This design comes from an exercise in tuning for small area, a short achievable clock period and few clock cycles on the open sky130 flow, not from production work.
RTL that was checked went through simulation tests only; none was proved equivalent to the original.
No activity file was given, so power comes from the tool's default toggle rates.

## job 101
## cpu
module cpu
	(output wire [7:0] address,
	 output wire [7:0] to_memory,
	 output wire write,
	 input  wire [7:0] from_memory,
	 input  wire clk, reset);
	localparam [3:0] S_OP = 4'd0, S_IMM = 4'd1, S_DLD = 4'd2, S_DST = 4'd3, S_BR = 4'd4,
	                 S_LD1 = 4'd5, S_LD2 = 4'd6, S_WR = 4'd7, S_HALT = 4'd8;
	reg [7:0] A, B, AR, RP;
	reg [3:0] F;           
	reg [3:0] irl;         
	reg [3:0] st;
	reg aluv, fast, cap, pv;
	wire [7:0] d = from_memory;
	assign address = AR;
	assign write = (st == S_WR);
	assign to_memory = irl[0] ? B : A;
	wire ar_io = &AR[7:5];
	wire rp_io = &RP[7:5];
	wire ar_fastok = ~ar_io & (AR[6:0] != 7'h7F) & (AR != 8'hDF);
	wire rp_fastok = ~rp_io & (RP[6:0] != 7'h7F) & (RP != 8'hDF);
	wire same_rg = (AR[7] == RP[7]) & (ar_io == rp_io);
	wire wants = (st == S_OP) | (st == S_IMM) | (st == S_DLD) | (st == S_DST) | (st == S_BR);
	wire avail = fast | cap | ar_io;
	wire consume = wants & avail;
	wire op_alu = d[6];
	wire op_imm = d[7] & ~d[4] & ~d[0];
	wire op_dld = d[7] & ~d[4] & d[0];
	wire op_dst = d[7] & d[4];
	wire op_br  = d[5];
	wire op_valid = ((d[7:4] == 4'h4) & (d[3:0] >= 4'h2) & (d[3:0] <= 4'hD)) |
	                (d == 8'h86) | (d == 8'h88) | (d == 8'h87) | (d == 8'h89) |
	                (d == 8'h96) | (d == 8'h97) |
  ...
Size: ~460 cells after synthesis, about 58 flip-flops, ~27 I/O pins.
make LEC_CHECK=0 CAP_MARGIN=20 CORE_MARGIN=2 CORE_UTILIZATION=40 CTS_BUF_LIST='sky130_fd_sc_hd__clkbuf_4 sky130_fd_sc_hd__clkbuf_2' SETUP_SLACK_MARGIN=5.0 SLEW_MARGIN=20 finish   # period 8.0 ns
run.sh (not shown) runs the stock make flow with config.mk's settings and CLKGATE_MAP_FILE= SYNTH_SCRIPT=/design/flow/synth_recipe.tcl, a recipe that flattens the netlist after the stock synthesis.
Job 101 went all the way through the flow, and no timing, DRC or antenna check failed.
### job 101 -> job 102
- CTS_BUF_LIST removed (was sky130_fd_sc_hd__clkbuf_4 sky130_fd_sc_hd__clkbuf_2)
- SLEW_MARGIN changed from 20 to 0
- CAP_MARGIN changed from 20 to 0
### Flow results
Job 102 ran to completion and came out clean on the timing, design-rule and antenna checks. There was hardly any difference in full die area between job 102 and job 101. In terms of met3 demand-to-capacity share in global routing, job 101 and job 102 differ only marginally. Compared with job 101, job 102 shows highest fanout seen on the critical path lower by 1. Wire length reported by the detailed router went down slightly going from job 101 to job 102. Changes observed in job 102 relative to job 101: number of non-clock buffers decreased by about 20% relative to the old numbers; post-layout instance area decreased by 0.85% relative to the old numbers; share of cells above drive strength 1 decreased by 2.5 points relative to the old numbers. Looking at total buffers and inverters traversed by the critical path, job 102 sits 1 below job 101.
Edits applied to the flow inputs when going from job 102 to job 103:
- swapping 0 for 20 in SLEW_MARGIN
- swapping 0 for 20 in CAP_MARGIN
Notes after the runs:
- When job 103 is set beside job 102, its wire length turns out to be 50 µm larger.
- Between job 103 and job 102, the difference in total number of vias is negligible.
- For the length of routed wiring on met1, job 103 came in 79 µm higher than job 102 did.
- Job 102 → job 103: post-synthesis xor/xnor area fraction closely matched the old numbers; area growth from synthesis to layout now sits higher.
- In job 103, the final critical delay including setup and external delays came out 0.0043 ns above the value in job 102.
- Job 103 falls short of job 102 in smallest setup slack after layout.
- Between job 103 and job 102, the first-iteration DRC count is higher for job 102.
- Fraction of area in multi-input gates essentially unchanged between job 103 and job 102.
- Final total power essentially unchanged between job 102 and job 103.
No functional check of the RTL was part of any run of this note.


## lane 1
Another version of the RTL of cpu (not shown whole).
For scale: ~520 cells after synthesis, ~65 flip-flops, ~4000 um2 of cells after synthesis.
clock: 8.0 ns
lec_check: 0
abc_area: 1
cap_margin: 20
core_margin: 2
core_utilization: 40
setup_slack_margin: 5.0
slew_margin: 20
standard.sh (not shown) runs the stock make flow with config.mk's settings and CLKGATE_MAP_FILE= SYNTH_SCRIPT=/design/flow/synth_recipe.tcl, a recipe that flattens the netlist after the stock synthesis.
==> flow/flow/run.sh <==
#!/bin/bash
# The standard layout (standard.sh), with three changes in how it is made:
#  - logic mapping with the ABC area script flow/abc_area.script (a copy of
#    the ORFS scripts folder is used, with only that file replaced; it adds
#    rounds of choice-based remapping and don't-care optimisation);
#  - timing repair aims at a setup margin of 5.45 ns instead of 5.0 ns;
#  - the port buffers are made with sky130_fd_sc_hd__buf_2.
# The design, constraints, clock period and all other settings are the standard flow's.
# The whole output of the tools goes to standard.log (and ORFS's own logs).
set -euo pipefail
here=$(pwd)
rm -rf "$here/orfs_scripts"
cp -r "$FLOW_HOME/scripts" "$here/orfs_scripts"
cp "$here/flow/abc_area.script" "$here/orfs_scripts/abc_area.script"
sed -e 's/SETUP_SLACK_MARGIN=[0-9.]*/SETUP_SLACK_MARGIN=5.45/' \
    -e "s|^make -C |make SCRIPTS_DIR=$here/orfs_scripts -C |" standard.sh > standard_custom.sh
export BUFFER_PORTS_ARGS="-buffer_cell sky130_fd_sc_hd__buf_2"
export CTS_ARGS="-sink_clustering_enable -repair_clock_nets -dont_use_dummy_load -root_buf sky130_fd_sc_hd__clkbuf_16 -buf_list sky130_fd_sc_hd__clkbuf_16"
bash standard_custom.sh > standard.log 2>&1
==> flow/flow/abc_area.script <==
strash
dc2
dch -f
map -B 0.9
mfs
strash
dch -f
map -B 0.9
mfs
strash
dch -f
map -B 0.9
topo
stime -c
buffer -c
upsize -c
dnsize -c
Testbench counts of lane 1, summed over its fixed seeds: cycles 69,132.
Here is what was changed in the inputs of lane 2 compared with lane 1.
==> flow/flow/run.sh <==
#!/bin/bash
# The standard layout, with timing repair aiming at a larger setup margin
# and the port buffers made with sky130_fd_sc_hd__buf_2.
set -euo pipefail
sed 's/SETUP_SLACK_MARGIN=[0-9.]*/SETUP_SLACK_MARGIN=5.35/' standard.sh > standard_margin.sh
export BUFFER_PORTS_ARGS="-buffer_cell sky130_fd_sc_hd__buf_2"
bash standard_margin.sh > standard.log 2>&1
removed: flow/flow/abc_area.script
[summary]
Going from lane 1 to lane 2, achievable frequency lost 2.4%, netlist area before placement picked up an extra 140 um2, number of routed nets with antenna violations neither gained nor lost much.
Lane 1 → lane 2: via count increased 106; total power grew by 16 uW.
Total of plain and repair buffers excluding clock buffers (lane 2 / lane 1): 0.929
On storage element area, lane 2 tracks lane 1 almost exactly.
For clock skew, lane 2 and lane 1 come out practically identical.
Edits applied to the flow inputs when going from lane 2 to lane 3:
- putting TNS_END_PERCENT at 0 where nothing was set
==> flow/flow/run.sh <==
#!/bin/bash
# The standard layout (standard.sh), with three changes in how it is made:
#  - logic mapping with the ABC area script flow/abc_area.script (a copy of
#    the ORFS scripts folder is used, with only that file replaced; it adds
#    rounds of choice-based remapping and don't-care optimisation);
#  - timing repair aims at a setup margin of 5.45 ns instead of 5.0 ns;
#  - the port buffers are made with sky130_fd_sc_hd__buf_2.
# The design, constraints, clock period and all other settings are the standard flow's.
# The whole output of the tools goes to standard.log (and ORFS's own logs).
set -euo pipefail
here=$(pwd)
rm -rf "$here/orfs_scripts"
cp -r "$FLOW_HOME/scripts" "$here/orfs_scripts"
cp "$here/flow/abc_area.script" "$here/orfs_scripts/abc_area.script"
sed -e 's/SETUP_SLACK_MARGIN=[0-9.]*/SETUP_SLACK_MARGIN=5.45/' \
    -e "s|^make -C |make SCRIPTS_DIR=$here/orfs_scripts -C |" standard.sh > standard_custom.sh
export BUFFER_PORTS_ARGS="-buffer_cell sky130_fd_sc_hd__buf_2"
export CTS_ARGS="-sink_clustering_enable -repair_clock_nets -dont_use_dummy_load"
bash standard_custom.sh > standard.log 2>&1
==> flow/flow/abc_area.script (new file) <==
strash
dc2
dch -f
map -B 0.9
mfs
strash
dch -f
map -B 0.9
mfs
strash
dch -f
map -B 0.9
topo
stime -c
buffer -c
upsize -c
dnsize -c
When lane 3 is set beside lane 2, its leakage power figure turns out to be 0.00011 uW smaller. Going from lane 2 to lane 3, design area moved down, number of buffers other than clock buffers in the final layout moved up, total power after layout moved down, post-synthesis to final-layout area growth moved down, inserted tap cell count level. Count of clock-net buffers in the final layout, lane 2 and lane 3: lower on lane 3. Diff lane 2 -> lane 3 | routed wire length per instance | increase of 4.1%.
diff inputs: lane 3 => lane 4
- removing TNS_END_PERCENT (formerly 0)
==> flow/flow/run.sh <==
#!/bin/bash
# The standard layout (standard.sh), with two changes in how it is made:
#  - timing repair aims at a setup margin of 5.45 ns instead of 5.0 ns;
#  - the port buffers are made with sky130_fd_sc_hd__buf_2.
# The design, constraints, clock period and all other settings are the standard flow's.
# The whole output of the tools goes to standard.log (and ORFS's own logs).
set -euo pipefail
sed 's/SETUP_SLACK_MARGIN=[0-9.]*/SETUP_SLACK_MARGIN=5.45/' standard.sh > standard_margin.sh
export BUFFER_PORTS_ARGS="-buffer_cell sky130_fd_sc_hd__buf_2"
bash standard_margin.sh > standard.log 2>&1
removed: flow/flow/abc_area.script
==> comparison <==
Share of the cycle needed by the critical path after routing: lane 4 < lane 3
[lane 4 vs lane 3] final critical delay including setup and external delays: lower in lane 4
In the flow results for lane 4 and lane 3, the total wire length is larger on lane 4.
From lane 3 to lane 4 the numbers moved as follows: final cell count now sits higher, leakage component of the power grew by about 8%.
Changes observed in lane 4 relative to lane 3: count of clock-buffer cells in the layout rose by 2; minimum setup slack in the final design went up 0.029 ns; async set or reset register ratio after synthesis was more or less identical; power per unit of standard cell area climbed about 12%.
--- input diff lane 4..lane 5 ---
==> flow/flow/run.sh <==
#!/bin/bash
# The standard layout (standard.sh), with three changes in how it is made:
#  - logic mapping with the ABC area script flow/abc_area.script (a copy of
#    the ORFS scripts folder is used, with only that file replaced; it adds
#    rounds of choice-based remapping and don't-care optimisation);
#  - timing repair aims at a setup margin of 5.45 ns instead of 5.0 ns;
#  - the port buffers are made with sky130_fd_sc_hd__buf_2.
# The design, constraints, clock period and all other settings are the standard flow's.
# The whole output of the tools goes to standard.log (and ORFS's own logs).
set -euo pipefail
here=$(pwd)
rm -rf "$here/orfs_scripts"
cp -r "$FLOW_HOME/scripts" "$here/orfs_scripts"
cp "$here/flow/abc_area.script" "$here/orfs_scripts/abc_area.script"
sed -e 's/SETUP_SLACK_MARGIN=[0-9.]*/SETUP_SLACK_MARGIN=5.45/' \
    -e "s|^make -C |make SCRIPTS_DIR=$here/orfs_scripts -C |" standard.sh > standard_custom.sh
export BUFFER_PORTS_ARGS="-buffer_cell sky130_fd_sc_hd__buf_2"
export CTS_ARGS="-sink_clustering_enable -repair_clock_nets -dont_use_dummy_load -sink_clustering_size 20 -sink_clustering_max_diameter 100"
bash standard_custom.sh > standard.log 2>&1
==> flow/flow/abc_area.script (new file) <==
strash
dc2
dch -f
map -B 0.9
mfs
strash
dch -f
map -B 0.9
mfs
strash
dch -f
map -B 0.9
topo
stime -c
buffer -c
upsize -c
dnsize -c
==> comparison <==
Compared to lane 4, lane 5 has synthesized netlist net count about 4.6% lower. Lane 5: chip height is 1.7% lower than what lane 4 reported. In the final design statistics, lane 5 uses fewer standard cells in total than lane 4. Routed wire length (lane 5 over lane 4): decrease, 1.9%. Summary of the comparison: multi-input combinational gate total is lower in lane 5, relative to lane 4. Taking lane 5 over lane 4, the routed length on met2 ratio works out to 0.923. On hold slack, lane 5 and lane 4 are neck and neck. Layout net count: lane 5 and lane 4 compared, lower one is lane 5. Lane 4 has a higher xor/xnor share of the synthesized area than lane 5. The run showing the greater fill cell instance count of the final layout is lane 5.


Another version of the RTL of cpu (not shown whole).
Size: ~440 cells after synthesis, roughly 69 flip-flops, roughly 27 I/O pins, ~3800 sq um of cells after synthesis.
## cpu
module cpu
	(output wire [7:0] address,
	 output wire [7:0] to_memory,
	 output wire write,
	 input  wire [7:0] from_memory,
	 input  wire clk, reset);
Settings: LEC_CHECK=0, ABC_AREA=1, CAP_MARGIN=20, CORE_MARGIN=2, CORE_UTILIZATION=40, SETUP_SLACK_MARGIN=5.0, SLEW_MARGIN=20; clock period 8.0 ns.
==> flow/flow/run.sh <==
#!/bin/bash
# The standard layout (standard.sh) with three changes in how it is made:
#  - logic mapping with the ABC area script flow/abc_area.script (a copy of
#    the ORFS scripts folder is used, with only that file replaced);
#  - port buffers made with sky130_fd_sc_hd__buf_2;
#  - timing repair aiming at a setup margin of 5.5 ns.
# The design, constraints, clock period and all other settings are the standard flow's.
set -euo pipefail
here=$(pwd)
rm -rf "$here/orfs_scripts"
cp -r "$FLOW_HOME/scripts" "$here/orfs_scripts"
cp "$here/flow/abc_area.script" "$here/orfs_scripts/abc_area.script"
sed -e 's/SETUP_SLACK_MARGIN=[0-9.]*/SETUP_SLACK_MARGIN=5.5/' \
    -e "s|^make -C |make SCRIPTS_DIR=$here/orfs_scripts -C |" standard.sh > standard_custom.sh
export BUFFER_PORTS_ARGS="-buffer_cell sky130_fd_sc_hd__buf_2"
bash standard_custom.sh > standard.log 2>&1
==> flow/flow/abc_area.script <==
strash
&get -n
&st
&syn2
&dch -f
&nf -a
&put
strash
dch -f
map -a
amap
topo
stime -c
buffer -c
upsize -c
dnsize -c
Testbench counts at the start, summed over its fixed seeds: cycles 69,132.
Edit:
==> flow/flow/abc_area.script (replaced) <==
strash
dc2
dch -f
map -a
strash
dch -f
map -a
topo
stime -c
buffer -c
upsize -c
dnsize -c
What happened: The changed run finished clean; maximum frequency goes up by a little under a tenth; setup slack gets better by 0.23 ns; utilization goes down by 0.80 points; global-route usage goes down by 0.16 points; final area goes up slightly; register-to-register slack gets better by 0.28 ns; clock power goes up slightly; non-clock buffer count goes down by 23; count of clock-buffer cells in the layout goes down by 3.
Edit:
==> flow/flow/run.sh (replaced) <==
#!/bin/bash
# The standard layout, with timing repair aiming at a larger setup margin
# and the port buffers made with sky130_fd_sc_hd__buf_2.
set -euo pipefail
sed 's/SETUP_SLACK_MARGIN=[0-9.]*/SETUP_SLACK_MARGIN=5.5/' standard.sh > standard_margin.sh
export BUFFER_PORTS_ARGS="-buffer_cell sky130_fd_sc_hd__buf_2"
bash standard_margin.sh > standard.log 2>&1
ABC_AREA = default   (was 1)
removed: flow/flow/abc_area.script
=> Die area is higher by a few percent. Final cell count goes down by a few percent. Sequential share of layout area shrinks by 0.91 points. Total power increases by well over a third. Synthesized area came out higher by a few percent. Clock-buffer cell count falls by 2.
Edit:
ABC_AREA = 1   (was default)
CORE_UTILIZATION = 65   (was 40)
Outcome: The changed run completed with no timing, DRC or antenna violations. Routed wire length fell by 5.0%. Power came out lower by 39%. Combinational power shrinks by 73%. Die area shrinks by 35%. Final area goes down by 3.9%. Cell count came out higher by 7.8%. Clock skew stays flat. Count of clock-buffer cells in the layout does not change. Synthesized area goes up by 4.2%. Non-clock buffer count came out lower by 18. Core utilization is higher by 24 points.


## try-lagoon
RTL: one of the versions met above, not the one the previous note started from.
Size in the first run: roughly 540 cells after synthesis, roughly 65 flip-flops, ~27 I/O pins, roughly 0.0041 mm2 of cells after synthesis.
==> flow/config.mk <==
export PLATFORM = sky130hd
export DESIGN_NAME = cpu
export DESIGN_NICKNAME = cpu
export VERILOG_FILES = /design/flow/design.v
export SDC_FILE = /design/flow/constraint.sdc
export NUM_CORES = 4
export LEC_CHECK = 0
export ABC_AREA = 1
export CAP_MARGIN = 20
export CORE_MARGIN = 2
export CORE_UTILIZATION = 40
export CTS_CLUSTER_DIAMETER = 100
export CTS_CLUSTER_SIZE = 30
export SETUP_SLACK_MARGIN = 5.0
export SLEW_MARGIN = 20
==> flow/constraint.sdc <==
create_clock -name core_clock -period 8.0 [get_ports {clk}]
set_input_delay 1.6000 -clock core_clock [delete_from_list [all_inputs] [get_ports {clk}]]
set_output_delay 1.6000 -clock core_clock [all_outputs]
set_load 0.01 [all_outputs]
==> flow/flow/run.sh <==
#!/bin/bash
# The standard layout, with timing repair aiming at a larger setup margin
# and the port buffers made with sky130_fd_sc_hd__buf_2.
set -euo pipefail
sed 's/SETUP_SLACK_MARGIN=[0-9.]*/SETUP_SLACK_MARGIN=5.5/' standard.sh > standard_margin.sh
export BUFFER_PORTS_ARGS="-buffer_cell sky130_fd_sc_hd__buf_2"
bash standard_margin.sh > standard.log 2>&1
Testbench counts of try-lagoon, summed over its fixed seeds: cycles 69,132.
#### Input delta (try-harbor over try-lagoon)
Settings: CTS_CLUSTER_SIZE removed (was 30); TNS_END_PERCENT newly set to 20; CTS_CLUSTER_DIAMETER removed (was 100).
==> flow/flow/run.sh <==
#!/bin/bash
# The standard layout (standard.sh), with three changes in how it is made:
#  - logic mapping with the ABC area script flow/abc_area.script (a copy of
#    the ORFS scripts folder is used, with only that file replaced; it adds
#    rounds of choice-based remapping and don't-care optimisation);
#  - timing repair aims at a setup margin of 5.45 ns instead of 5.0 ns;
#  - the port buffers are made with sky130_fd_sc_hd__buf_2.
# The design, constraints, clock period and all other settings are the standard flow's.
# The whole output of the tools goes to standard.log (and ORFS's own logs).
set -euo pipefail
here=$(pwd)
rm -rf "$here/orfs_scripts"
cp -r "$FLOW_HOME/scripts" "$here/orfs_scripts"
cp "$here/flow/abc_area.script" "$here/orfs_scripts/abc_area.script"
sed -e 's/SETUP_SLACK_MARGIN=[0-9.]*/SETUP_SLACK_MARGIN=5.45/' \
    -e "s|^make -C |make SCRIPTS_DIR=$here/orfs_scripts -C |" standard.sh > standard_custom.sh
export BUFFER_PORTS_ARGS="-buffer_cell sky130_fd_sc_hd__buf_2"
export CTS_ARGS="-sink_clustering_enable -repair_clock_nets -dont_use_dummy_load"
bash standard_custom.sh > standard.log 2>&1
==> flow/flow/abc_area.script (new file) <==
strash
dc2
dch -f
map -B 0.9
mfs
strash
dch -f
map -B 0.9
mfs
strash
dch -f
map -B 0.9
topo
stime -c
buffer -c
upsize -c
dnsize -c
==> notes.md <==
try-harbor finished every step from synthesis to the final layout, and the layout passed the timing, design-rule and antenna checks. A launching instance or port of the critical path of AR[0] is what try-lagoon shows, while AR[5] belongs to try-harbor. try-lagoon has a higher peak clock frequency supported by timing than try-harbor. Summary of try-harbor over try-lagoon: core utilization of the finished layout decreased by 3.0 points relative to the old numbers, total setup violations reported at the end of the flow closely matched the old numbers, count of fill cells added during filler insertion increased by 34 relative to the old numbers, number of gates resized after CTS decreased by 3 relative to the old numbers. Changes observed in try-harbor relative to try-lagoon: wire length on met3 went up 240 um; clock network power share down 9.3 points; minimum clock period after layout shows an increase of 0.049 ns. Cell area | try-harbor vs try-lagoon | try-harbor smaller. Taking try-lagoon as the reference, in try-harbor worst setup slack after layout fell 0.049 ns, horizontal die dimension fell by 1.7%.
Setup changes, try-harbor to try-nickel
Settings: removing TNS_END_PERCENT (formerly 20).
==> flow/flow/run.sh <==
#!/bin/bash
# The standard layout, with timing repair aiming at a larger setup margin
# and the port buffers made with sky130_fd_sc_hd__buf_2.
set -euo pipefail
sed 's/SETUP_SLACK_MARGIN=[0-9.]*/SETUP_SLACK_MARGIN=5.45/' standard.sh > standard_margin.sh
export BUFFER_PORTS_ARGS="-buffer_cell sky130_fd_sc_hd__buf_2"
bash standard_margin.sh > standard.log 2>&1
removed: flow/flow/abc_area.script
try-nickel ran to completion and came out clean on the timing, design-rule and antenna checks. Relative to try-harbor, area added between synthesis and finish increased by 2.7 points in try-nickel. [try-nickel vs try-harbor] worst setup slack: higher in try-nickel. Sort try-nickel and try-harbor by area after synthesis desc -> top: try-nickel.
Setup changes, try-nickel to try-raven
==> flow/flow/run.sh <==
#!/bin/bash
# The standard layout (standard.sh), with three changes in how it is made:
#  - logic mapping with the ABC area script flow/abc_area.script (a copy of
#    the ORFS scripts folder is used, with only that file replaced; it adds
#    rounds of choice-based remapping and don't-care optimisation);
#  - timing repair aims at a setup margin of 5.45 ns instead of 5.0 ns;
#  - the port buffers are made with sky130_fd_sc_hd__buf_2.
# The design, constraints, clock period and all other settings are the standard flow's.
# The whole output of the tools goes to standard.log (and ORFS's own logs).
set -euo pipefail
here=$(pwd)
rm -rf "$here/orfs_scripts"
cp -r "$FLOW_HOME/scripts" "$here/orfs_scripts"
cp "$here/flow/abc_area.script" "$here/orfs_scripts/abc_area.script"
sed -e 's/SETUP_SLACK_MARGIN=[0-9.]*/SETUP_SLACK_MARGIN=5.45/' \
    -e "s|^make -C |make SCRIPTS_DIR=$here/orfs_scripts -C |" standard.sh > standard_custom.sh
export BUFFER_PORTS_ARGS="-buffer_cell sky130_fd_sc_hd__buf_2"
export CTS_ARGS="-sink_clustering_enable -repair_clock_nets -dont_use_dummy_load"
bash standard_custom.sh > standard.log 2>&1
==> flow/flow/abc_area.script (new file) <==
strash
dc2
dch -f
map -B 0.9
mfs
strash
dch -f
map -B 0.9
mfs
strash
dch -f
map -B 0.9
topo
stime -c
buffer -c
upsize -c
dnsize -c
[summary]
try-raven against try-nickel: fraction of area in multi-input gates went up 0.26 points, area of the multi-input gates went down about 4%, tightest hold margin held, number of hold violations in the final report held. Via count: higher on try-nickel. try-raven improves on try-nickel in wire length after detailed routing. On remaining max-slew budget at the tightest pin: try-raven sits below try-nickel.

what the ideal ports hide:
How much do the figures lean on ideal ports? The routed layouts below were timed once more, with nothing changed but the port constraints. Step 1: set_driving_cell puts a clkbuf_16 on clk and a buf_2 on each other input, an assumption about the parent block. Step 2 adds t to the input delays and takes it off the output delays; t is the mean of the earliest and latest rising clock arrival at the registers after step 1. Input paths then give back, and output paths get back, about the clock's delay inside the block. a / b / c = ideal ports / drivers / drivers and shift; a / b = the first two.
| run | t, ns | setup slack, ns | worst register clock-pin slew, ns |
|---|---|---|---|
| job 101 | 0.423 | 4.930 / 4.901 / 4.605 | 0.10 / 0.10 |
| job 102 | 0.362 | 5.081 / 5.051 / 4.746 | 0.07 / 0.07 |
| job 103 | 0.362 | 5.076 / 5.047 / 4.759 | 0.07 / 0.07 |
| lane 1 | 0.361 | 5.470 / 5.430 / 5.366 | 0.05 / 0.05 |
| lane 2 | 0.387 | 5.407 / 5.376 / 5.268 | 0.08 / 0.08 |
| lane 3 | 0.367 | 5.445 / 5.409 / 5.363 | 0.07 / 0.07 |
| lane 4 | 0.384 | 5.474 / 5.440 / 5.261 | 0.08 / 0.08 |
| lane 5 | 0.369 | 5.489 / 5.453 / 5.381 | 0.07 / 0.07 |
| the first run of note 3 | 0.378 | 5.144 / 5.144 / 5.091 | 0.08 / 0.08 |
| the second run of note 3 | 0.379 | 5.373 / 5.341 / 5.273 | 0.08 / 0.08 |
| the third run of note 3 | 0.384 | 5.481 / 5.447 / 5.297 | 0.08 / 0.08 |
| the fourth run of note 3 | 0.378 | 5.490 / 5.463 / 5.318 | 0.08 / 0.08 |
| try-lagoon | 0.389 | 5.494 / 5.460 / 5.308 | 0.08 / 0.08 |
| try-harbor | 0.367 | 5.445 / 5.409 / 5.363 | 0.07 / 0.07 |
| try-nickel | 0.384 | 5.474 / 5.440 / 5.261 | 0.08 / 0.08 |
| try-raven | 0.369 | 5.489 / 5.453 / 5.381 | 0.07 / 0.07 |
After both steps every run listed still meets setup and hold. For job 102, which loses most, drivers alone change the setup slack by -0.030 ns; drivers and shift together by -0.335 ns.
